Background: an optimization exercise with open tools, aiming at small area. Do not read the settings as production practice.
Function was checked by simulation only, so behaviour that the tests miss may differ from the original.
The clock cells of runs 4 to 7 come from the design's own scripts or RTL, not from TritonCTS.
The flow treats the clock pin as an ideal source. Dropping or thinning the clock tree relies on that and would not hold on a real chip.
Power figures rest on the tool's default switching activity, not on a simulated workload.

==> flow/design.v <==
`timescale 1ns / 1ps
module gppm_top (
  input clk,
  input reset,
  input [7:0] sw,
  output [7:0] leds
);
  localparam [13:0] M  = 14'd5461;
  localparam [7:0]  PI = 8'hFF;
  localparam [13:0] T  = 14'b01111100011111;
  localparam [13:0] R  = 14'b11010101111100;
  localparam [13:0] S1 = 14'b11010101111110;
  localparam [13:0] S2 = 14'b01110101011111;
  reg [13:0] q;
  reg [7:0] p;
  reg shown_n;   
  wire shown = ~shown_n;
  wire [13:0] c = q ^ M;
  wire [7:0] pat = p ^ PI;
  wire upd = (c == T);
  wire sel = pat[6];
  wire cap = ~shown & ~c[7];
  reg [13:0] c_next;
  always @* begin
    if (reset)
      c_next = R;
    else if (upd)
      c_next = sel ? S2 : S1;
    else
      c_next = {c[12:0], c[12] ^ c[13]};
  end
  always @(posedge clk)
    q <= c_next ^ M;
  wire [7:0] pat_next = ({8{upd}} & {pat[6:0], pat[7]}) |
                        ({8{cap & ~upd}} & {sw[0], sw[7:1]}) |
                        ({8{~cap & ~upd}} & pat);
  always @(posedge clk)
    p <= pat_next ^ PI;
  always @(posedge clk or posedge reset) begin
    if (reset)
      shown_n <= 1'b1;
    else if (upd)
      shown_n <= 1'b0;
  end
  assign leds = pat & {8{shown}};
endmodule
==> flow/flow/run.sh <==
#!/bin/bash
# Own layout flow: the standard synthesis, then an area-oriented re-synthesis of
# the same RTL (flow/mysynth.py: its registers renamed to the standard
# synthesis's, and proven equivalent to the standard netlist with Yosys), then
# the standard ORFS flow from floorplan on, with the smallest buffer on the ports.
set -euo pipefail
W=$(pwd)
F=$W/flow
R=$W/orfs/results/$FLOW_PLATFORM/gppm_top/base
LIB=$FLOW_HOME/platforms/$FLOW_PLATFORM/lib/sky130_fd_sc_hd__tt_025C_1v80.lib

bash standard.sh synth > $W/log_synth.txt 2>&1

mkdir -p $W/mysynth
cd $W/mysynth
cp $R/1_2_yosys.v std_1_2_yosys.v
if python3 $F/mysynth.py $W/mysynth/std_1_2_yosys.v $FLOW_DESIGN $LIB $FLOW_TOP $F $W/mysynth/chosen.v \
    > $W/log_mysynth.txt 2>&1; then
  cp chosen.v $R/1_2_yosys.v
fi
cd $W

bash standard.sh "BUFFER_PORTS_ARGS=-buffer_cell sky130_fd_sc_hd__buf_1" finish > $W/log_finish.txt 2>&1
==> flow/flow/abc_a.abc <==
strash
&get -n
&dch -f
&nf -R 1000
&put
topo
==> flow/flow/abc_b.abc <==
strash
dch -f
map -a
topo
==> flow/flow/abc_c.abc <==
strash
&get -n
&st
&synch2
&nf -R 1000
&put
topo
==> flow/flow/abc_d.abc <==
strash
&get -n
&dch -f
&nf -R 1000
&put
mfs2 -a
strash
&get -n
&dch -f
&nf -R 1000
&put
topo
==> flow/flow/mysynth.py <==
#!/usr/bin/env python3
"""Area-oriented re-synthesis for the own flow.

Synthesises the design again from design.v with Yosys and an area-oriented ABC
script, renames its registers to the standard synthesis's names (same register
bits, same cells), proves the result equivalent to the standard netlist with
Yosys's equiv passes, and writes the smallest proven netlist. Falls back to the
standard netlist if no candidate is proven.
usage: mysynth.py STD_NETLIST DESIGN_V LIB TOP FLOWDIR OUT_NETLIST"""
import os, re, subprocess, sys

std, design, lib, top, fdir, out = sys.argv[1:7]
cfg = open(os.path.join(os.environ['FLOW_HOME'], 'platforms', os.environ['FLOW_PLATFORM'], 'config.mk')).read()
m = re.search(r'DONT_USE_CELLS\s*\+?=((?:.*\\\n)*.*)', cfg)
dont = re.findall(r'sky130_fd_sc_hd__\w+', m.group(1)) if m else []
du = ' '.join('-dont_use %s' % c for c in dont)

def sh(cmd, log):
    with open(log, 'w') as f:
        return subprocess.run(cmd, shell=True, stdout=f, stderr=subprocess.STDOUT).returncode

FF = re.compile(r'^(\s*)(sky130_fd_sc_hd__\w+)\s+(\\\S+|\w+)\s*\((.*?)\);', re.M | re.S)
SEQ = re.compile(r'sky130_fd_sc_hd__(df|edf|sdf|sedf|dl)')
def flops(text):
    """(type, name, Q net) of each register cell"""
    res = []
    for mo in FF.finditer(text):
        if SEQ.match(mo.group(2)):
            q = re.search(r'\.Q\(\s*(\\\S+|[\w\[\]]+)\s*\)', mo.group(4))
            res.append((mo.group(2), mo.group(3), q.group(1) if q else None))
    return res

def base(t):
    return re.sub(r'_\d+$', '', t)

std_text = open(std).read()
std_ff = flops(std_text)
std_by_q = {q: (t, n) for t, n, q in std_ff}

scripts = sorted(f for f in os.listdir(fdir) if f.startswith('abc_') and f.endswith('.abc'))
best = None
for s in scripts:
    tag = s[:-4]
    net = 'my_%s.v' % tag
    ys = f"""read_verilog -sv {design}
hierarchy -check -top {top}
synth -top {top} -flatten -nofsm -noshare
dfflibmap -liberty {lib} {du}
opt
abc -liberty {lib} {du} -script {os.path.join(fdir, s)}
opt_clean -purge
splitnets
opt_clean -purge
hilomap -singleton -hicell sky130_fd_sc_hd__conb_1 HI -locell sky130_fd_sc_hd__conb_1 LO
read_liberty -lib -ignore_redef {lib}
check -assert -mapped
tee -o stat_{tag}.txt stat -liberty {lib}
write_verilog -noattr -nohex -nodec -selected {net}
"""
    open('synth_%s.ys' % tag, 'w').write(ys)
    if sh('yosys -s synth_%s.ys' % tag, 'log_synth_%s.txt' % tag):
        print(tag, 'synthesis failed'); continue
    text = open(net).read()
    my_ff = flops(text)
    ok = len(my_ff) == len(std_ff)
    ren = {}
    for t, n, q in my_ff:
        if q not in std_by_q or base(std_by_q[q][0]) != base(t):
            ok = False; break
        ren[n] = std_by_q[q]
    if not ok or len(set(v[1] for v in ren.values())) != len(std_ff):
        print(tag, 'registers do not pair with the standard synthesis'); continue
    def sub(mo):
        t, n = mo.group(2), mo.group(3)
        if SEQ.match(t) and n in ren:
            return mo.group(1) + ren[n][0] + ' ' + ren[n][1] + ' (' + mo.group(4) + ');'
        return mo.group(0)
    text = FF.sub(sub, text)
    ren_net = 'ren_%s.v' % tag
    open(ren_net, 'w').write(text)
    eq = f"""read_liberty -ignore_miss_func {lib}
read_verilog {std}
rename {top} gold
read_verilog {ren_net}
rename {top} gate
flatten
rename -hide w:_*
async2sync
opt_clean
equiv_make gold gate equiv
hierarchy -top equiv
equiv_simple -seq 2
equiv_induct
equiv_status -assert
"""
    open('equiv_%s.ys' % tag, 'w').write(eq)
    if sh('yosys -s equiv_%s.ys' % tag, 'log_equiv_%s.txt' % tag):
        print(tag, 'not proven equivalent'); continue
    area = float(re.search(r'Chip area for module .*?: ([\d.]+)', open('stat_%s.txt' % tag).read()).group(1))
    print(tag, 'proven, area', area)
    if best is None or area < best[0]:
        best = (area, ren_net)
if best:
    print('using', best[1])
    open(out, 'w').write(open(best[1]).read())
else:
    print('no candidate proven: keeping the standard netlist')
    sys.exit(1)
==> flow/standard.sh <==
#!/bin/bash
# synth_recipe.tcl (not shown) runs the flow's synth.tcl, then flattens the netlist and writes it again
# the make line also repeats each setting of config.mk as NAME=value (left out here)
make -C /OpenROAD-flow-scripts/flow DESIGN_CONFIG=/design/flow/config.mk WORK_HOME=/design/flow/orfs CLKGATE_MAP_FILE= SYNTH_SCRIPT=/design/flow/synth_recipe.tcl "${@:-finish}"
==> flow/config.mk <==
export PLATFORM = sky130hd
export DESIGN_NAME = gppm_top
export DESIGN_NICKNAME = gppm_top
export VERILOG_FILES = /design/flow/design.v
export SDC_FILE = /design/flow/constraint.sdc
export NUM_CORES = 4
export LEC_CHECK = 0
export CAP_MARGIN = 20
export CORE_AREA = 3 3 63 63
export CTS_BUF_LIST = sky130_fd_sc_hd__clkbuf_8
export DIE_AREA = 0 0 66 66
export SLEW_MARGIN = 20
==> flow/constraint.sdc <==
create_clock -name core_clock -period 10.0 [get_ports {clk}]
set_input_delay 2.0000 -clock core_clock [delete_from_list [all_inputs] [get_ports {clk}]]
set_output_delay 2.0000 -clock core_clock [all_outputs]
set_load 0.01 [all_outputs]
==> summary.md, run 1 <==
| Metric | Value |
|---|---|
| Die Height | `66 microns` |
| Tightest Hold Check Type | `flip-flop to flip-flop` |
| Clock tree from TritonCTS | `built` |
| End point of the most critical hold path | `q[3]$_SDFF_PP1_` |
| Worst Tran Pin Value | `0.880 ns` |
| Placer's final routability congestion estimate | `0.782` |
| Floorplan core area | `3390 sq um` |
| Total wirelength of the detailed-routed design | `about 1500 microns` |
| CTS resizes | `0` |
| Tightest slew margin relative to the limit | `0.409` |
| H-tree Lvls | `1` |
| Setup Fix Bufs, Post-CTS | `0` |
| Worst reg2reg startpoint | `q[7]$_SDFF_PP0_` |
| Register area | `about 470 sq um` |
| RSZ-0062 raised after global routing | `no` |
| Via count of the first global-routing pass | `567` |
| Cell count after synthesis | `77` |
| Total congestion overflow | `0` |
| Worst voltage drop across the vdd grid | `between 0.00003 and 0.00004 V` |
| Full die area | `4360 sq um` |
| Average footprint of a synthesized cell | `around 9.4 sq um` |
| Multi-input combinational cell area | `~240 sq um` |
| Number of buffers added by the clock tree synthesis step | `3` |
| Number of antenna violations at the first check in global routing | `0` |
| Total power per unit cell area | `~180 nW/um^2` |
| DRC violations left | `0` |
| Buffer type at the clock tree root | `clkbuf_8` |
| Max Clock Skew | `0.00302 ns` |
| WS Path Type | `flip-flop to output port` |
| Outcome | `complete, no violations` |
| Insertion delay of the later-clocked pin in the worst-skew pair | `0.26 ns` |
| Required @ worst endpoint | `roughly 8 ns` |
| CP Data Arrival Time | `around 1.1 ns` |
| Critical register-to-register path endpoint | `p[0]$_DFF_P_` |
| Remaining number of nets flagged by the antenna check after routing | `0` |
| Count of clock tree sinks | `23` |
| Initial DRC count | `33` |
| Sum of buffers and inverters on the critical path | `1` |
| Share of the cycle needed by the critical path after routing | `0.311` |
| Category of the worst setup path capture point | `output port` |
| Number of top-level pins | `18` |
| Number of optimization iterations in the first detailed-route pass | `4` |
| Timing-limited maximum frequency | `~320 MHz` |
| Startpoint type of the worst setup path | `flip-flop` |
| Worst-case clock buffer depth | `2` |
| ANT cells | `0` |
| Reg2Reg Depth | `7` |
| Sum Neg Setup Slack | `0 ns` |
| Power, Total | `157 uW` |
| Hold buffer count at CTS | `0` |
| Total routing resource utilization after global routing | `0.0735` |
| Final nets | `~110` |
| Worst min-delay path startpoint | `q[2]$_DFF_P_` |
| Max Cap Viol | `0` |
| Static Leak | `about 0.00033 uW` |
| Count of endpoints failing setup in the final report | `0` |
| Number of hold violations in the final report | `0` |
| Total nets after synthesis | `slightly below 90` |
| CTS clk-pin slew, worst paths | `around 0.080 ns` |
| Via count | `622` |
| Die Span X | `between 60 and 70 microns` |
| Cell Chain, Critical Path | `nor2_1, buf_1` |
| Global-route wire length before repair | `2430 microns` |
| Yosys Warn Count | `1` |
| Growth of design area from synthesis to finish | `23.3%` |
| HPWL reported at the end of detailed placement | `1170 microns` |
| Cell type of the slowest stage on the worst timing path | `dfstp_2` |
| Port-buffer cells | `17` |
| Initial standard-cell utilization of the core | `0.213` |
| Critical Path Fanout Max | `9` |
| Fraction of final layout cells sized beyond drive strength 1 | `0.0510` |
| Internal reg-to-reg setup slack | `around 8 ns` |
| Pin count of the biggest net entering global routing | `14` |
| Summed instance area of the synthesized netlist | `a little over 700 sq um` |
| Final critical path time including I/O delays and setup | `3.11 ns` |
| Vias/cell | `between 4 and 5` |
| Fill cell total of the finished layout | `between 300 and 400` |
| Worst stage delay on the critical path | `~0.63 ns` |
| Number of cells on the worst hold path | `1` |
| Family with the most delay on the worst path | `flip-flops` |
| Detailed-route wire length per cell | `10.4 microns` |
| Rows | `21` |
| Total count of max-transition violations in the final report | `0` |
[state kept, by name, indices dropped and copies added, names as in the netlist]
signal   flops
q           14
p            8
shown_n      1
[power breakdown]
part	switching (uW)	total [uW]	internal (uW)
Sequential	1.82	96.7	94.8
Clock	28.3	56.0	27.8
Combinational	2.54	4.61	2.07
Total	32.6	157	125
[layout make-up]
type / instances / share of cell area
sequential: 23 / 0.525
multi-input combinational: 51 / 0.273
timing repair buffer: 17 / 0.0718
tap: 46 / 0.0648
clock buffer: 3 / 0.0465
inverter: 3 / 0.0127
clock inverter: 1 / 0.00563
[placed cells by master (no fill, tap or decap)]
cell type,instances
a21oi_1,9
buf_1,17
clkbuf_8,3
clkinv_1,3
clkinv_2,1
dfstp_2,1
dfxtp_1,22
nand2_1,4
nand3_1,1
nand4_1,1
nor2_1,19
nor2b_1,1
nor3_1,4
o21ai_0,3
o22ai_1,8
xnor2_1,1
[how the worst max path moves through the flow]
stage,cells past startpoint,from,slack [ns],endpoint
after detailed placement,2,shown_n$_DFFE_PP1N_,7.19,leds[0]
after floorplan,1,shown_n$_DFFE_PP1N_,7.34,leds[0]
after global routing,2,shown_n$_DFFE_PP1N_,6.85,leds[0]
final,2,shown_n$_DFFE_PP1N_,6.89,leds[0]
after global placement,2,shown_n$_DFFE_PP1N_,7.19,leds[0]
after CTS,2,shown_n$_DFFE_PP1N_,6.89,leds[0]
[stage by stage]
step                      hold slack [ns]  area, sq um  instances  utilization  setup slack (ns)
after detailed placement            0.370          842        140        0.248              7.19
after global routing                0.421          888        144        0.262              6.85
final                               0.390          888        144        0.262              6.89
after CTS                           0.391          888        144        0.262              6.89
after global placement              0.375          842        140        0.248              7.19
after floorplan                     0.359          721         77            -              7.34
[metal layers]
metal  track usage  routed length [microns]  up-vias
met5             0                        0        -
met4        0.0533                       51        0
met3        0.0119                      107        5
met2         0.114                      676       24
met1        0.0913                      665      284
li1              -                        -      309
==> inputs of run 2 (changes only) <==
--- a/flow/flow/run.sh
+++ b/flow/flow/run.sh
@@ -21,3 +21,3 @@
 cd $W
 
-bash standard.sh "BUFFER_PORTS_ARGS=-buffer_cell sky130_fd_sc_hd__buf_1" finish > $W/log_finish.txt 2>&1
+bash standard.sh "BUFFER_PORTS_ARGS=-buffer_cell sky130_fd_sc_hd__buf_1" "POST_CTS_TCL=$F/post_cts.tcl" "CLK_PLAN=1 sky130_fd_sc_hd__clkbuf_8" finish > $W/log_finish.txt 2>&1
==> flow/flow/post_cts.tcl (new file) <==
# POST_CTS hook: replace the clock tree CTS built by one buffer (CLK_ROOT_CELL)
# that drives every register's clock pin, placed at the registers' centre.
set block [ord::get_db_block]
set port_net [[$block findBTerm clk] getNet]
set sinks {}
set bufs {}
proc walk {net} {
  global sinks bufs
  foreach it [$net getITerms] {
    if {[$it isOutputSignal]} continue
    set inst [$it getInst]
    set mname [[$inst getMaster] getName]
    if {[string match "*clkbuf*" $mname] || [string match "*clkinv*" $mname] || [string match "*buf_*" $mname]} {
      if {[lsearch $bufs $inst] < 0} {
        lappend bufs $inst
        set out [$inst findITerm X]
        if {$out eq "NULL" || $out eq ""} { set out [$inst findITerm Y] }
        if {$out ne "NULL" && $out ne "" && [$out getNet] ne "NULL"} { walk [$out getNet] }
      }
    } else {
      lappend sinks $it
    }
  }
}
walk $port_net
puts "post_cts: [llength $sinks] clock sinks, [llength $bufs] clock tree cells"
set oldnets {}
foreach b $bufs {
  foreach it [$b getITerms] { set n [$it getNet]; if {$n ne "NULL" && $n ne $port_net && [lsearch $oldnets $n] < 0 && ![$n isSpecial] && [$n getSigType] ne "POWER" && [$n getSigType] ne "GROUND"} { lappend oldnets $n } }
}
foreach it $sinks { $it disconnect }
foreach b $bufs { odb::dbInst_destroy $b }
foreach n $oldnets { if {[llength [$n getITerms]] == 0} { odb::dbNet_destroy $n } }
# CLK_PLAN: "N CELL": N buffers of type CELL on the clock port, each driving the
# clock pins of one group of registers (groups split by x position)
lassign $::env(CLK_PLAN) nbuf cell
set m [[ord::get_db] findMaster $cell]
set keyed {}
foreach it $sinks { set b [[$it getInst] getBBox]; lappend keyed [list [$b xMin] [$b yMin] $it] }
set keyed [lsort -integer -index 0 $keyed]
set n [llength $keyed]
for {set k 0} {$k < $nbuf} {incr k} {
  set buf [odb::dbInst_create $block $m clkbuf_${k}_clk]
  set net [odb::dbNet_create $block clknet_${k}_clk]
  $net setSigType CLOCK
  [$buf findITerm A] connect $port_net
  [$buf findITerm X] connect $net
  foreach it [$buf getITerms] {
    set mt [$it getMTerm]
    if {[$mt getSigType] eq "POWER"} { $it connect [$block findNet VDD] }
    if {[$mt getSigType] eq "GROUND"} { $it connect [$block findNet VSS] }
  }
  set lo [expr {$k * $n / $nbuf}]; set hi [expr {($k + 1) * $n / $nbuf}]
  set xs 0; set ys 0
  foreach e [lrange $keyed $lo [expr {$hi - 1}]] { lassign $e x y it; $it connect $net; incr xs $x; incr ys $y }
  set c [expr {$hi - $lo}]
  $buf setLocation [expr {$xs / $c}] [expr {$ys / $c}]
  $buf setPlacementStatus PLACED
}
detailed_placement
check_placement -verbose
estimate_parasitics -placement
set w 0
foreach pin [get_pins -of_objects [get_cells *] -filter "name==CLK"] { set s [get_property $pin slew_max]; if {$s > $w} {set w $s} }
puts "post_cts: worst register clock slew $w"
--- a/flow/config.mk
+++ b/flow/config.mk
@@ -8,5 +8,5 @@
 export CAP_MARGIN = 20
 export CORE_AREA = 3 3 63 63
-export CTS_BUF_LIST = sky130_fd_sc_hd__clkbuf_8
 export DIE_AREA = 0 0 66 66
+export PLACE_DENSITY = 0.95
 export SLEW_MARGIN = 20
==> summary.md, run 2 <==
| Metric | Value |
|---|---|
| Placer's final routability congestion estimate | `roughly 0.78` |
| HPWL reported at the end of detailed placement | `roughly 1100 microns` |
| Average footprint of a synthesized cell | `approximately 9.4 sq um` |
| Outcome | `stopped before the end` |
| Stopped at | `4_1_cts` |
| Instance count after placement with tap cells included | `140` |
| Rows | `21` |
| Error Message | `Error: cts.tcl, 90 can't read "bufs": no such variable` |
| Number of top-level pins | `18` |
| Summed instance area of the synthesized netlist | `~700 sq um` |
| Port-buffer cells | `17` |
| Yosys Warn Count | `1` |
| Initial standard-cell utilization of the core | `0.213` |
| Total nets after synthesis | `a little under 90` |
| Die Height | `~66 microns` |
| Die Span X | `between 60 and 70 microns` |
| Cell count after synthesis | `77` |
-- run 2: how the worst min path moves through the flow --
stage | from | endpoint | slack (ns) | cells past startpoint
2_1_floorplan | q[2]$_DFF_P_ | q[3]$_SDFF_PP1_ | 0.36 | 1
3_3_place_gp | q[2]$_DFF_P_ | q[3]$_SDFF_PP1_ | 0.37 | 1
3_5_place_dp | q[2]$_DFF_P_ | q[3]$_SDFF_PP1_ | 0.37 | 1
-- run 2: metrics by stage --
stage	area (sq um)	setup WS, ns	util	total power (uW)
3_3_place_gp	842	7.21	0.248	103
2_1_floorplan	721	7.34	-	101
3_5_place_dp	842	7.20	0.248	103
-- run 2: power groups by stage --
stage / Sequential, uW / Clock, uW / Combinational (uW)
after detailed placement: 98.9 / 0 / 4.45
after floorplan: 98.4 / 0 / 2.29
after global placement: 98.8 / 0 / 4.18
==> inputs of run 3 (changes only) <==
--- a/flow/flow/run.sh
+++ b/flow/flow/run.sh
@@ -21,3 +21,3 @@
 cd $W
 
-bash standard.sh "BUFFER_PORTS_ARGS=-buffer_cell sky130_fd_sc_hd__buf_1" "POST_CTS_TCL=$F/post_cts.tcl" "CLK_PLAN=1 sky130_fd_sc_hd__clkbuf_8" finish > $W/log_finish.txt 2>&1
+bash standard.sh "BUFFER_PORTS_ARGS=-buffer_cell sky130_fd_sc_hd__buf_1" "POST_CTS_TCL=$F/post_cts.tcl" "CLK_PLAN=2 sky130_fd_sc_hd__clkbuf_4" finish > $W/log_finish.txt 2>&1
==> summary.md, run 3 <==
| Metric | Value |
|---|---|
| Stopped at | `4_1_cts` |
| Port-buffer cells | `17` |
| Outcome | `stopped before the end` |
| Die Span X | `approximately 66 microns` |
| Total nets after synthesis | `just under 90` |
| Average footprint of a synthesized cell | `9.36 sq um` |
| Instance count after placement with tap cells included | `140` |
| Error Message | `Error: cts.tcl, 90 can't read "bufs": no such variable` |
| Yosys Warn Count | `1` |
| Die Height | `between 60 and 70 microns` |
| Number of top-level pins | `18` |
| Initial standard-cell utilization of the core | `0.213` |
| Placer's final routability congestion estimate | `slightly below 0.8` |
| Rows | `21` |
| Cell count after synthesis | `77` |
| Summed instance area of the synthesized netlist | `between 700 and 800 sq um` |
| HPWL reported at the end of detailed placement | `approximately 1100 microns` |
-- run 3: stage by stage --
step | setup WS, ns | cell area (sq um) | util
after floorplan | 7.34 | 721 | -
after global placement | 7.21 | 842 | 0.248
after detailed placement | 7.20 | 842 | 0.248
-- run 3: power groups by stage --
stage,registers (uW),logic (uW),clock network [uW]
after floorplan,98.4,2.29,0
after global placement,98.8,4.18,0
after detailed placement,98.9,4.45,0
-- run 3: worst min path at each step --
| stage | start | to | slack (ns) | cells after the start |
|---|---|---|---|---|
| 2_1_floorplan | q[2]$_DFF_P_ | q[3]$_SDFF_PP1_ | 0.36 | 1 |
| 3_3_place_gp | q[2]$_DFF_P_ | q[3]$_SDFF_PP1_ | 0.37 | 1 |
| 3_5_place_dp | q[2]$_DFF_P_ | q[3]$_SDFF_PP1_ | 0.37 | 1 |
==> inputs of run 4 (changes only) <==
--- a/flow/flow/post_cts.tcl
+++ b/flow/flow/post_cts.tcl
@@ -3,8 +3,8 @@
 set block [ord::get_db_block]
 set port_net [[$block findBTerm clk] getNet]
-set sinks {}
-set bufs {}
-proc walk {net} {
-  global sinks bufs
+set ::pc_sinks {}
+set ::pc_bufs {}
+proc pc_walk {net} {
+
   foreach it [$net getITerms] {
     if {[$it isOutputSignal]} continue
@@ -12,23 +12,23 @@
     set mname [[$inst getMaster] getName]
     if {[string match "*clkbuf*" $mname] || [string match "*clkinv*" $mname] || [string match "*buf_*" $mname]} {
-      if {[lsearch $bufs $inst] < 0} {
-        lappend bufs $inst
+      if {[lsearch $::pc_bufs $inst] < 0} {
+        lappend ::pc_bufs $inst
         set out [$inst findITerm X]
         if {$out eq "NULL" || $out eq ""} { set out [$inst findITerm Y] }
-        if {$out ne "NULL" && $out ne "" && [$out getNet] ne "NULL"} { walk [$out getNet] }
+        if {$out ne "NULL" && $out ne "" && [$out getNet] ne "NULL"} { pc_walk [$out getNet] }
       }
     } else {
-      lappend sinks $it
+      lappend ::pc_sinks $it
     }
   }
 }
-walk $port_net
-puts "post_cts: [llength $sinks] clock sinks, [llength $bufs] clock tree cells"
+pc_walk $port_net
+puts "post_cts: [llength $::pc_sinks] clock sinks, [llength $::pc_bufs] clock tree cells"
 set oldnets {}
-foreach b $bufs {
+foreach b $::pc_bufs {
   foreach it [$b getITerms] { set n [$it getNet]; if {$n ne "NULL" && $n ne $port_net && [lsearch $oldnets $n] < 0 && ![$n isSpecial] && [$n getSigType] ne "POWER" && [$n getSigType] ne "GROUND"} { lappend oldnets $n } }
 }
-foreach it $sinks { $it disconnect }
-foreach b $bufs { odb::dbInst_destroy $b }
+foreach it $::pc_sinks { $it disconnect }
+foreach b $::pc_bufs { odb::dbInst_destroy $b }
 foreach n $oldnets { if {[llength [$n getITerms]] == 0} { odb::dbNet_destroy $n } }
 # CLK_PLAN: "N CELL": N buffers of type CELL on the clock port, each driving the
@@ -37,5 +37,5 @@
 set m [[ord::get_db] findMaster $cell]
 set keyed {}
-foreach it $sinks { set b [[$it getInst] getBBox]; lappend keyed [list [$b xMin] [$b yMin] $it] }
+foreach it $::pc_sinks { set b [[$it getInst] getBBox]; lappend keyed [list [$b xMin] [$b yMin] $it] }
 set keyed [lsort -integer -index 0 $keyed]
 set n [llength $keyed]
==> summary.md, run 4 <==
| Metric | Value |
|---|---|
| Outcome | `complete, no violations` |
| Required @ worst endpoint | `around 8.0 ns` |
| HPWL reported at the end of detailed placement | `roughly 1100 microns` |
| Max Clock Skew | `roughly 0.012 ns` |
| Number of hold violations in the final report | `0` |
| Rows | `21` |
| Most common library cell in the layout ignoring fill and taps | `dfxtp_1` |
| Tightest Hold Check Type | `flip-flop to flip-flop` |
| Summed instance area of the synthesized netlist | `721 sq um` |
| Placer's final routability congestion estimate | `around 0.8` |
| Leading cell types in the layout, fill and taps excluded | `dfxtp_1 (22), nor2_1 (19), buf_1 (17)` |
| Worst Tran Pin Value | `0.886 ns` |
| Worst voltage drop across the vdd grid | `about 0.000033 V` |
| Port-buffer cells | `17` |
| Pin count of the biggest net entering global routing | `13` |
| Sum Neg Setup Slack | `0 ns` |
| Int Power | `107 uW` |
| Static Leak | `around 0.00032 uW` |
| Number of optimization iterations in the first detailed-route pass | `3` |
| Total nets after synthesis | `between 80 and 90` |
| Number of top-level pins | `18` |
| Setup crit start | `shown_n$_DFFE_PP1N_` |
| Combinational Power Share | `0.034` |
| CP Data Arrival Time | `just over 1 ns` |
| Category of the worst setup path capture point | `output port` |
| Reg power frac | `0.739` |
| Final nets | `108` |
| Total wirelength of the detailed-routed design | `around 1400 microns` |
| Startpoint type of the worst setup path | `flip-flop` |
| Critical Path Fanout Max | `9` |
| Clock network fraction of total power | `0.227` |
| Die Span X | `between 60 and 70 microns` |
| Cell count after synthesis | `between 70 and 80` |
| Largest register FFs | `14` |
| Average footprint of a synthesized cell | `9.36 sq um` |
| DRC violations left | `0` |
| Via count of the first global-routing pass | `between 500 and 600` |
| Fill cell total of the finished layout | `367` |
| Total power per unit cell area | `around 150 nW/um^2` |
| Fraction of final layout cells sized beyond drive strength 1 | `0.0313` |
| Timing-limited maximum frequency | `approximately 330 MHz` |
| Number of antenna violations at the first check in global routing | `0` |
| Insertion delay of the later-clocked pin in the worst-skew pair | `around 0.17 ns` |
| Vias/cell | `4.25` |
| Global-route wire length before repair | `around 2300 microns` |
| Tightest slew margin relative to the limit | `0.405` |
| Total count of max-transition violations in the final report | `0` |
| Yosys Warn Count | `1` |
| Total routing resource utilization after global routing | `0.0688` |
| Count of endpoints failing setup in the final report | `0` |
| Final critical path time including I/O delays and setup | `roughly 3.0 ns` |
| Count of clock tree sinks | `23` |
| CTS clk-pin slew, worst paths | `roughly 0.11 ns` |
| Full die area | `between 4000 and 5000 sq um` |
| Power, Total | `131 uW` |
| Detailed-route wire length per cell | `10.0 microns` |
| RSZ-0062 raised after global routing | `no` |
| Max Cap Viol | `0` |
| Share of the cycle needed by the critical path after routing | `0.301` |
| WS Path Type | `flip-flop to output port` |
| Total congestion overflow | `0` |
| Initial DRC count | `44` |
| Growth of design area from synthesis to finish | `18.9%` |
| Worst min-delay path startpoint | `q[2]$_DFF_P_` |
| Switching share of power | `0.187` |
| Via count | `~600` |
| Worst reg2reg startpoint | `q[7]$_SDFF_PP0_` |
| Die Height | `between 60 and 70 microns` |
| Largest registers in the final layout | `q x14, p x8, shown_n x1` |
| Largest register by flop count | `q` |
| Floorplan core area | `about 3400 sq um` |
| Initial standard-cell utilization of the core | `0.213` |
| ANT cells | `0` |
| Switch Pwr | `about 24 uW` |
| Remaining number of nets flagged by the antenna check after routing | `0` |
==> run 4: final timing paths <==
path                                  endpoint  slack, ns  depth (start not counted)
setup / recovery                       leds[5]       6.99                          2
hold / removal                 q[3]$_SDFF_PP1_       0.40                          1
setup reg to reg                  p[5]$_DFF_P_       7.86                          7
hold reg to reg                q[3]$_SDFF_PP1_       0.40                          1
max in group asynchronous  shown_n$_DFFE_PP1N_       8.04                          2
min in group asynchronous  shown_n$_DFFE_PP1N_       1.94                          2
==> run 4: layout make-up <==
type,instances,area [sq um],area share
Sequential cell,23,467,0.545
Inverter,3,11.3,0.0131
Buffer,2,15.0,0.0175
Timing Repair Buffer,17,63.8,0.0745
Tap cell,46,57.6,0.0672
Multi-Input combinational cell,51,243,0.283
==> run 4: metal layers <==
layer / track usage / part of all wire / up-vias
li1: - / - / 307
met1: 0.0828 / 0.43 / 281
met2: 0.110 / 0.48 / 12
met3: 0.0187 / 0.066 / 3
met4: 0.0381 / 0.024 / 0
met5: 0 / 0 / -
==> run 4: through the flow <==
step	instance area, sq um	setup slack, ns	hold slack, ns	cells	utilization
2_1_floorplan	721	7.34	0.359	77	-
3_3_place_gp	842	7.21	0.368	140	0.248
3_5_place_dp	842	7.20	0.374	140	0.248
5_1_grt	857	6.95	0.427	142	0.253
6_report	857	6.99	0.402	142	0.253
==> run 4: worst max-delay path, stage by stage, from the launching register on <==
cell and delay (ns):
dfstp_2 0.64, nor2_1 0.08, buf_1 0.13
==> run 4: power by group through the flow <==
stage	logic (uW)	clock network, uW	registers, uW
global placement	4.18	0	98.8
finish	4.41	29.8	96.8
floorplan	2.29	0	98.4
global route	5.10	34.1	97.3
detailed placement	4.45	0	98.9
==> inputs of run 5 (changes only) <==
--- a/flow/flow/run.sh
+++ b/flow/flow/run.sh
@@ -21,3 +21,3 @@
 cd $W
 
-bash standard.sh "BUFFER_PORTS_ARGS=-buffer_cell sky130_fd_sc_hd__buf_1" "POST_CTS_TCL=$F/post_cts.tcl" "CLK_PLAN=2 sky130_fd_sc_hd__clkbuf_4" finish > $W/log_finish.txt 2>&1
+bash standard.sh "BUFFER_PORTS_ARGS=-buffer_cell sky130_fd_sc_hd__buf_1" "POST_CTS_TCL=$F/post_cts.tcl" "CLK_PLAN=1 sky130_fd_sc_hd__clkbuf_8" finish > $W/log_finish.txt 2>&1
==> summary.md, run 5 <==
| Metric | Value |
|---|---|
| HPWL reported at the end of detailed placement | `1140 microns` |
| Total wirelength of the detailed-routed design | `1450 microns` |
| Port-buffer cells | `17` |
| End point of the most critical hold path | `q[3]$_SDFF_PP1_` |
| Die Span X | `about 66 microns` |
| Grt peak-use layer | `met2` |
| Final critical path time including I/O delays and setup | `3.02 ns` |
| Max Clock Skew | `approximately 0.0015 ns` |
| Count of endpoints failing setup in the final report | `0` |
| Remaining number of nets flagged by the antenna check after routing | `0` |
| Cell area after placement | `842 sq um` |
| RSZ-0062 raised after global routing | `no` |
| Vias/cell | `~4.3` |
| Required @ worst endpoint | `roughly 8 ns` |
| Total congestion overflow | `0` |
| DRC violations left | `0` |
| Number of top-level pins | `18` |
| Die Height | `~66 microns` |
| Average footprint of a synthesized cell | `9.36 sq um` |
| Insertion delay of the later-clocked pin in the worst-skew pair | `around 0.17 ns` |
| Largest register by flop count | `q` |
| Share of the cycle needed by the critical path after routing | `0.302` |
| Max Cap Viol | `0` |
| Via count | `slightly above 600` |
| Met1 Use GR | `0.0849` |
| Leading cell types in the layout, fill and taps excluded | `dfxtp_1 (22), nor2_1 (19), buf_1 (17)` |
| Detailed-route wire length per cell | `a little over 10 microns` |
| Number of hold violations in the final report | `0` |
| Worst reg2reg startpoint | `q[7]$_SDFF_PP0_` |
| Worst voltage drop across the vdd grid | `approximately 0.000064 V` |
| Worst min-delay path startpoint | `q[2]$_DFF_P_` |
| Global-route wire length before repair | `roughly 2300 microns` |
| Category of the worst setup path capture point | `output port` |
| Count of clock tree sinks | `23` |
| Non-Filler Cell Area, Final | `856 sq um` |
| Pin count of the biggest net entering global routing | `24` |
| Tightest slew margin relative to the limit | `0.408` |
| Number of antenna violations at the first check in global routing | `0` |
| Power, Total | `132 uW` |
| Internal reg-to-reg setup slack | `slightly below 8 ns` |
| Largest registers in the final layout | `q x14, p x8, shown_n x1` |
| GR met2 Demand/Resource | `0.109` |
| Floorplan core area | `between 3000 and 4000 sq um` |
| Cell count after synthesis | `just under 80` |
| Total nets after synthesis | `87` |
| ANT cells | `0` |
| Full die area | `between 4000 and 5000 sq um` |
| Global Route met3 Usage | `0.0136` |
| Worst Setup Slack, final | `6.98 ns` |
| Initial standard-cell utilization of the core | `0.213` |
| Critical Path Fanout Max | `9` |
| Critical register-to-register path endpoint | `p[5]$_DFF_P_` |
| Fraction of final layout cells sized beyond drive strength 1 | `0.0211` |
| Worst-case setup slack after placement | `7.20 ns` |
| Number of optimization iterations in the first detailed-route pass | `4` |
| WS Path Type | `flip-flop to output port` |
| Growth of design area from synthesis to finish | `18.8%` |
| CP Data Arrival Time | `about 1.0 ns` |
| Startpoint type of the worst setup path | `flip-flop` |
| Final nets | `around 110` |
| Worst Tran Pin Value | `0.881 ns` |
| Via count of the first global-routing pass | `approximately 510` |
| CTS clk-pin slew, worst paths | `around 0.12 ns` |
| Tightest Hold Check Type | `flip-flop to flip-flop` |
| Total routing resource utilization after global routing | `0.0670` |
| Static Leak | `~0.00031 uW` |
| Outcome | `complete, no violations` |
| End-of-flow core utilization | `0.252` |
| Largest register FFs | `14` |
| Sum Neg Setup Slack | `0 ns` |
| Placer's final routability congestion estimate | `between 0.7 and 0.8` |
| Number of cells on the worst hold path | `1` |
| Total power per unit cell area | `around 150 nW/um^2` |
| Reg2Reg Depth | `7` |
| Rows | `21` |
| Total count of max-transition violations in the final report | `0` |
| Most common library cell in the layout ignoring fill and taps | `dfxtp_1` |
| Yosys Warn Count | `1` |
| Timing-limited maximum frequency | `331 MHz` |
| Initial DRC count | `47` |
| Summed instance area of the synthesized netlist | `721 sq um` |
-- run 5: critical path, cell delays in order (launching register included) --
cell and delay [ns]:
dfstp_2 0.64, nor2_1 0.08, buf_1 0.13
-- run 5: power breakdown --
| group | leakage (uW) | switching, uW | internal (uW) |
|---|---|---|---|
| Sequential | 0.000191 | 1.96 | 94.9 |
| Combinational | 0.000116 | 2.37 | 2.07 |
| Clock | 0.00000719 | 21.0 | 9.43 |
| Total | 0.000314 | 25.3 | 106 |
-- run 5: worst max path at each step --
| stage | startpoint | end | slack, ns | cells after the start |
|---|---|---|---|---|
| after floorplan | shown_n$_DFFE_PP1N_ | leds[0] | 7.34 | 1 |
| after global placement | shown_n$_DFFE_PP1N_ | leds[5] | 7.21 | 2 |
| after detailed placement | shown_n$_DFFE_PP1N_ | leds[5] | 7.20 | 2 |
| after global routing | shown_n$_DFFE_PP1N_ | leds[5] | 6.94 | 2 |
| final | shown_n$_DFFE_PP1N_ | leds[5] | 6.98 | 2 |
-- run 5: area by class of cell --
cell class,instances,area (sq um)
multi-input cells,51,243
flip-flops and latches,23,467
well taps,46,57.6
plain buffers,1,13.8
inverters,3,11.3
fillers,360,2530
repair buffers,17,63.8
-- run 5: per-stage QoR --
| stage | hold WS (ns) | instances |
|---|---|---|
| global route | 0.433 | 141 |
| floorplan | 0.359 | 77 |
| detailed placement | 0.374 | 140 |
| global placement | 0.368 | 140 |
| finish | 0.403 | 141 |
-- run 5: layer usage --
layer	part of all wire	routed length [microns]
met3	0.070	101
met2	0.48	701
met5	0	0
met1	0.43	618
met4	0.018	26
==> inputs of run 6 (changes only) <==
--- a/flow/design.v
+++ b/flow/design.v
@@ -8,8 +8,8 @@
   localparam [13:0] M  = 14'd5461;
   localparam [7:0]  PI = 8'hFF;
-  localparam [13:0] T  = 14'b01111100011111;
-  localparam [13:0] R  = 14'b11010101111100;
-  localparam [13:0] S1 = 14'b11010101111110;
-  localparam [13:0] S2 = 14'b01110101011111;
+  localparam [13:0] T  = 14'b01010101010101;
+  localparam [13:0] R  = 14'b11001101010101;
+  localparam [13:0] S1 = 14'b11101111111011;
+  localparam [13:0] S2 = 14'b01010101010111;   
   reg [13:0] q;
   reg [7:0] p;
@@ -18,7 +18,7 @@
   wire [13:0] c = q ^ M;
   wire [7:0] pat = p ^ PI;
-  wire upd = (c == T);
-  wire sel = pat[6];
-  wire cap = ~shown & ~c[7];
+  wire sel = pat[7] & shown;
+  wire upd = (c == (sel ? S2 : T));
+  wire cap = ~shown & c[0] & c[9];
   reg [13:0] c_next;
   always @* begin
@@ -26,5 +26,5 @@
       c_next = R;
     else if (upd)
-      c_next = sel ? S2 : S1;
+      c_next = S1;
     else
       c_next = {c[12:0], c[12] ^ c[13]};
--- a/flow/flow/run.sh
+++ b/flow/flow/run.sh
@@ -21,3 +21,3 @@
 cd $W
 
-bash standard.sh "BUFFER_PORTS_ARGS=-buffer_cell sky130_fd_sc_hd__buf_1" "POST_CTS_TCL=$F/post_cts.tcl" "CLK_PLAN=1 sky130_fd_sc_hd__clkbuf_8" finish > $W/log_finish.txt 2>&1
+bash standard.sh "BUFFER_PORTS_ARGS=-buffer_cell sky130_fd_sc_hd__buf_1" "POST_CTS_TCL=$F/post_cts.tcl" "CLK_PLAN=2 sky130_fd_sc_hd__clkbuf_4" finish > $W/log_finish.txt 2>&1
==> summary.md, run 6 <==
| Metric | Value |
|---|---|
| Outcome | `complete, no violations` |
| Final cell count without fillers | `140` |
| CP Data Arrival Time | `1.04 ns` |
| Tightest slew margin relative to the limit | `0.444` |
| Via count of the first global-routing pass | `540` |
| Worst hold slack after final layout | `around 0.38 ns` |
| Number of antenna violations at the first check in global routing | `0` |
| Reg2Reg Depth | `6` |
| Count of clock tree sinks | `23` |
| Worst voltage drop across the vdd grid | `between 0.00004 and 0.00005 V` |
| Sum Neg Setup Slack | `0 ns` |
| Insertion delay of the later-clocked pin in the worst-skew pair | `around 0.17 ns` |
| End-of-flow core utilization | `0.251` |
| Category of the worst setup path capture point | `output port` |
| Most common library cell in the layout ignoring fill and taps | `dfxtp_1` |
| Cell Chain, Critical Path | `nor2_1, buf_1` |
| Via count | `approximately 600` |
| Worst stage delay on the critical path | `about 0.64 ns` |
| Full die area | `4360 sq um` |
| Port-buffer cells | `17` |
| Cell area after placement | `~830 sq um` |
| Register area | `around 470 sq um` |
| Total congestion overflow | `0` |
| Fill cell total of the finished layout | `352` |
| Startpoint type of the worst setup path | `flip-flop` |
| Timing-limited maximum frequency | `roughly 330 MHz` |
| Leading cell types in the layout, fill and taps excluded | `dfxtp_1 (22), nor2_1 (20), buf_1 (17)` |
| Yosys Warn Count | `1` |
| Share of the cycle needed by the critical path after routing | `0.304` |
| Global-route wire length before repair | `between 2000 and 2500 microns` |
| Static Leak | `around 0.00032 uW` |
| Remaining number of nets flagged by the antenna check after routing | `0` |
| Largest register FFs | `14` |
| ANT cells | `0` |
| Worst Tran Pin Value | `0.826 ns` |
| WS Path Type | `flip-flop to output port` |
| Instance count after placement with tap cells included | `approximately 140` |
| Initial DRC count | `36` |
| Max Cap Viol | `0` |
| Largest registers in the final layout | `q x14, p x8, shown_n x1` |
| Growth of design area from synthesis to finish | `19.1%` |
| Number of top-level pins | `18` |
| Max Clock Skew | `0.0114 ns` |
| Number of cells on the worst hold path | `1` |
| Final critical path time including I/O delays and setup | `slightly above 3 ns` |
| Floorplan core area | `~3400 sq um` |
| Average footprint of a synthesized cell | `9.51 sq um` |
| Total routing resource utilization after global routing | `0.0693` |
| DRC violations left | `0` |
| HPWL reported at the end of detailed placement | `1100 microns` |
| Internal reg-to-reg setup slack | `roughly 7.6 ns` |
| Summed instance area of the synthesized netlist | `about 710 sq um` |
| Total nets after synthesis | `85` |
| Rows | `21` |
| Die Span X | `between 60 and 70 microns` |
| Final nets | `roughly 110` |
| Total power per unit cell area | `roughly 160 nW/um^2` |
| Largest register by flop count | `q` |
| Non-Filler Cell Area, Final | `~850 sq um` |
| Number of hold violations in the final report | `0` |
| Vias/cell | `~4.3` |
| Tightest Hold Check Type | `flip-flop to flip-flop` |
| Critical Path Fanout Max | `10` |
| RSZ-0062 raised after global routing | `no` |
| Pin count of the biggest net entering global routing | `13` |
| Die Height | `66 microns` |
| Cell count after synthesis | `75` |
| Cell type of the slowest stage on the worst timing path | `dfstp_2` |
| Total count of max-transition violations in the final report | `0` |
| Fraction of final layout cells sized beyond drive strength 1 | `0.0319` |
| CTS clk-pin slew, worst paths | `between 0.1 and 0.15 ns` |
| Number of optimization iterations in the first detailed-route pass | `4` |
| Total wirelength of the detailed-routed design | `1390 microns` |
| Placer's final routability congestion estimate | `~0.77` |
| Count of endpoints failing setup in the final report | `0` |
| Initial standard-cell utilization of the core | `0.210` |
| Detailed-route wire length per cell | `between 9 and 10 microns` |
| Required @ worst endpoint | `8.00 ns` |
| Multi-input combinational cell area | `roughly 240 sq um` |
run 6: layer usage:
metal,vias up,global-route usage,share of wire
met1,289,0.0823,0.41
met4,0,0.0152,0.0079
li1,301,-,-
met2,12,0.116,0.50
met3,3,0.0289,0.080
met5,-,0,0
run 6: metrics by stage:
stage	setup WS, ns	power, uW
final	6.96	133
after global routing	6.90	139
after detailed placement	7.16	105
after global placement	7.15	105
after floorplan	7.32	102
run 6: path summary, 6_finish.rpt:
path,start,endpoint
max,shown_n$_DFFE_PP1N_,leds[7]
min,q[8]$_DFF_P_,q[9]$_SDFF_PP1_
max reg2reg,q[6]$_DFF_P_,p[6]$_DFF_P_
min reg2reg,q[8]$_DFF_P_,q[9]$_SDFF_PP1_
max in group asynchronous,reset,shown_n$_DFFE_PP1N_
min in group asynchronous,reset,shown_n$_DFFE_PP1N_
run 6: worst max-delay path, delay by kind of cell (launching register included):
family	cells	cell delay (ns)
buffers and inverters	1	0.14
flip-flops	1	0.64
AND/OR/NAND/NOR	1	0.10
run 6: report_power, final:
group          total (uW)  internal [uW]  switching [uW]
clock network        30.4           9.61            20.8
logic                4.91           2.25            2.66
registers            97.9           95.6            2.31
total                 133            107            25.8
run 6: layout make-up:
class                   count  area share
flip-flops and latches     23       0.549
plain buffers               2      0.0177
inverters                   1     0.00442
repair buffers             17      0.0751
multi-input cells          51       0.286
well taps                  46      0.0677
==> inputs of run 7 (changes only) <==
--- a/flow/design.v
+++ b/flow/design.v
@@ -7,9 +7,8 @@
 );
   localparam [13:0] M  = 14'd5461;
-  localparam [7:0]  PI = 8'hFF;
   localparam [13:0] T  = 14'b01010101010101;
+  localparam [13:0] T2 = 14'b01010101010111;
   localparam [13:0] R  = 14'b11001101010101;
-  localparam [13:0] S1 = 14'b11101111111011;
-  localparam [13:0] S2 = 14'b01010101010111;   
+  localparam [13:0] S  = 14'b11101111111011;
   reg [13:0] q;
   reg [7:0] p;
@@ -17,7 +16,7 @@
   wire shown = ~shown_n;
   wire [13:0] c = q ^ M;
-  wire [7:0] pat = p ^ PI;
+  wire [7:0] pat = ~p;
   wire sel = pat[7] & shown;
-  wire upd = (c == (sel ? S2 : T));
+  wire upd = (c == (sel ? T2 : T));
   wire cap = ~shown & c[0] & c[9];
   reg [13:0] c_next;
@@ -26,5 +25,5 @@
       c_next = R;
     else if (upd)
-      c_next = S1;
+      c_next = S;
     else
       c_next = {c[12:0], c[12] ^ c[13]};
@@ -36,5 +35,5 @@
                         ({8{~cap & ~upd}} & pat);
   always @(posedge clk)
-    p <= pat_next ^ PI;
+    p <= ~pat_next;
   always @(posedge clk or posedge reset) begin
     if (reset)
==> summary.md, run 7 <==
| Metric | Value |
|---|---|
| Register area | `467 sq um` |
| Setup crit start | `shown_n$_DFFE_PP1N_` |
| Outcome | `complete, no violations` |
| WL met2 | `between 600 and 700 microns` |
| Startpoint type of the worst setup path | `flip-flop` |
| Remaining number of nets flagged by the antenna check after routing | `0` |
| Count of clock tree sinks | `23` |
| Largest register FFs | `14` |
| Yosys Warn Count | `1` |
| Worst voltage drop across the vdd grid | `0.0000506 V` |
| Total congestion overflow | `0` |
| Multi-input combinational cell area | `243 sq um` |
| Summed instance area of the synthesized netlist | `~700 sq um` |
| Number of top-level pins | `18` |
| Global-route wire length before repair | `2430 microns` |
| Final critical path time including I/O delays and setup | `a little over 3 ns` |
| Total nets after synthesis | `85` |
| Detailed-route wire length per cell | `around 10 microns` |
| HPWL reported at the end of detailed placement | `~1100 microns` |
| Growth of design area from synthesis to finish | `19.1%` |
| Cell area after placement | `between 800 and 900 sq um` |
| Largest register by flop count | `q` |
| WS Path Type | `flip-flop to output port` |
| Max Clock Skew | `slightly above 0.008 ns` |
| Worst Tran Pin Value | `about 0.86 ns` |
| Sum Neg Setup Slack | `0 ns` |
| Final nets | `~110` |
| Static Leak | `around 0.00032 uW` |
| Share of the cycle needed by the critical path after routing | `0.307` |
| Leading cell types in the layout, fill and taps excluded | `dfxtp_1 (22), nor2_1 (20), buf_1 (17)` |
| Insertion delay of the later-clocked pin in the worst-skew pair | `between 0.15 and 0.2 ns` |
| Worst reg2reg startpoint | `q[6]$_DFF_P_` |
| Initial standard-cell utilization of the core | `0.210` |
| RSZ-0062 raised after global routing | `no` |
| Cell count after synthesis | `75` |
| Vias/cell | `around 4.2` |
| Max Cap Viol | `0` |
| Required @ worst endpoint | `8.00 ns` |
| CTS clk-pin slew, worst paths | `approximately 0.11 ns` |
| Average footprint of a synthesized cell | `approximately 9.5 sq um` |
| Worst min-delay path startpoint | `q[8]$_DFF_P_` |
| Routed met3 length | `approximately 97 microns` |
| Non-Filler Cell Area, Final | `between 800 and 900 sq um` |
| Number of antenna violations at the first check in global routing | `0` |
| Initial DRC count | `25` |
| Power, Total | `between 100 and 150 uW` |
| Rows | `21` |
| Total power per unit cell area | `between 150 and 200 nW/um^2` |
| Timing-limited maximum frequency | `approximately 330 MHz` |
| Total wirelength of the detailed-routed design | `1400 microns` |
| ANT cells | `0` |
| Total count of max-transition violations in the final report | `0` |
| Via count | `~600` |
| CP Data Arrival Time | `approximately 1.1 ns` |
| Die Span X | `66 microns` |
| Critical Path Fanout Max | `10` |
| Fraction of final layout cells sized beyond drive strength 1 | `0.0319` |
| Most common library cell in the layout ignoring fill and taps | `dfxtp_1` |
| Full die area | `4360 sq um` |
| Total routing resource utilization after global routing | `0.0681` |
| Largest registers in the final layout | `q x14, p x8, shown_n x1` |
| Fill cell total of the finished layout | `371` |
| Port-buffer cells | `17` |
| Via count of the first global-routing pass | `around 560` |
| Number of optimization iterations in the first detailed-route pass | `4` |
| Pin count of the biggest net entering global routing | `13` |
| Tightest Hold Check Type | `flip-flop to flip-flop` |
| Die Height | `around 66 microns` |
| Placer's final routability congestion estimate | `0.681` |
| Count of endpoints failing setup in the final report | `0` |
| Category of the worst setup path capture point | `output port` |
| DRC violations left | `0` |
| Tightest slew margin relative to the limit | `0.418` |
| Number of hold violations in the final report | `0` |
| Post-route met1 wirelength | `approximately 610 microns` |
| Floorplan core area | `3390 sq um` |
| Uppermost signal routing layer after detailed routing | `met3` |
==> run 7: cell counts in the layout (fill, tap and decap cells not counted) <==
No cell type changed its count.
==> run 7: layer usage <==
| metal | GRT usage | up-vias |
|---|---|---|
| met5 | 0 | - |
| met4 | 0.00254 | 0 |
| met3 | 0.0272 | 0 |
| met2 | 0.115 | 14 |
| met1 | 0.0859 | 271 |
| li1 | - | 300 |
==> run 7: worst max-delay path: stages (launching register included) <==
cell     delay, ns
dfstp_2       0.65
nor2_1        0.11
buf_1         0.14
==> run 7: report_power, final <==
part | internal (uW) | switching (uW) | leakage (uW)
Combinational | 2.25 | 2.73 | 0.000122
Clock | 9.62 | 21.3 | 0.00000920
Sequential | 95.6 | 2.38 | 0.000192
Total | 107 | 26.4 | 0.000323
==> run 7: final cells by class <==
| cell class | instances | share of cell area |
|---|---|---|
| Inverter | 1 | 0.00442 |
| Timing Repair Buffer | 17 | 0.0751 |
| Sequential cell | 23 | 0.549 |
| Buffer | 2 | 0.0177 |
| Multi-Input combinational cell | 51 | 0.286 |
| Tap cell | 46 | 0.0677 |
==> run 7: through the flow <==
step / std cells / setup slack (ns) / utilization / hold WS, ns
finish: 140 / 6.93 / 0.251 / 0.381
global route: 140 / 6.86 / 0.251 / 0.420
detailed placement: 138 / 7.15 / 0.246 / 0.366
global placement: 138 / 7.14 / 0.246 / 0.363
floorplan: 75 / 7.32 / - / 0.352
==> run 7: worst paths after layout <==
path / endpoint / depth (start not counted) / slack (ns)
max: leds[7] / 2 / 6.93
min: q[9]$_SDFF_PP1_ / 1 / 0.38
max reg2reg: p[5]$_DFF_P_ / 6 / 7.61
min reg2reg: q[9]$_SDFF_PP1_ / 1 / 0.38
max in group asynchronous: shown_n$_DFFE_PP1N_ / 2 / 8.02
min in group asynchronous: shown_n$_DFFE_PP1N_ / 2 / 1.96

## what the ideal ports hide
In the flow no input, the clock included, has a driving cell. The finished layouts below were timed again as built, in two steps. Step 1 sets driving cells, clkbuf_16 on the clock port and buf_2 on the other inputs (assumed; they add their load-dependent delay and slew). Step 2 moves the port delays by t, midway between the first and last clock arrival at a register: inputs arrive t later, outputs are due t later. That takes back most of the time a late clock gives input paths. Three values: ideal, step 1, step 2; two values: the first two.
| run | t, ns | setup WS [ns] | worst setup path at the end | latest minus earliest clock arrival (ns) | worst data-port slew with drivers (ns) |
|---|---|---|---|---|---|
| run 1 | 0.282 | 6.893 / 6.870 / 7.153 | register to output | 0.003 / 0.003 | 0.04 |
| run 4 | 0.191 | 6.987 / 6.960 / 7.150 | register to output | 0.012 / 0.013 | 0.04 |
| run 5 | 0.197 | 6.979 / 6.954 / 7.150 | register to output | 0.002 / 0.001 | 0.04 |
| run 6 | 0.191 | 6.958 / 6.932 / 7.123 | register to output | 0.012 / 0.012 | 0.03 |
| run 7 | 0.189 | 6.933 / 6.910 / 7.099 | register to output | 0.008 / 0.008 | 0.03 |
After both steps setup and hold are still met in every run listed.
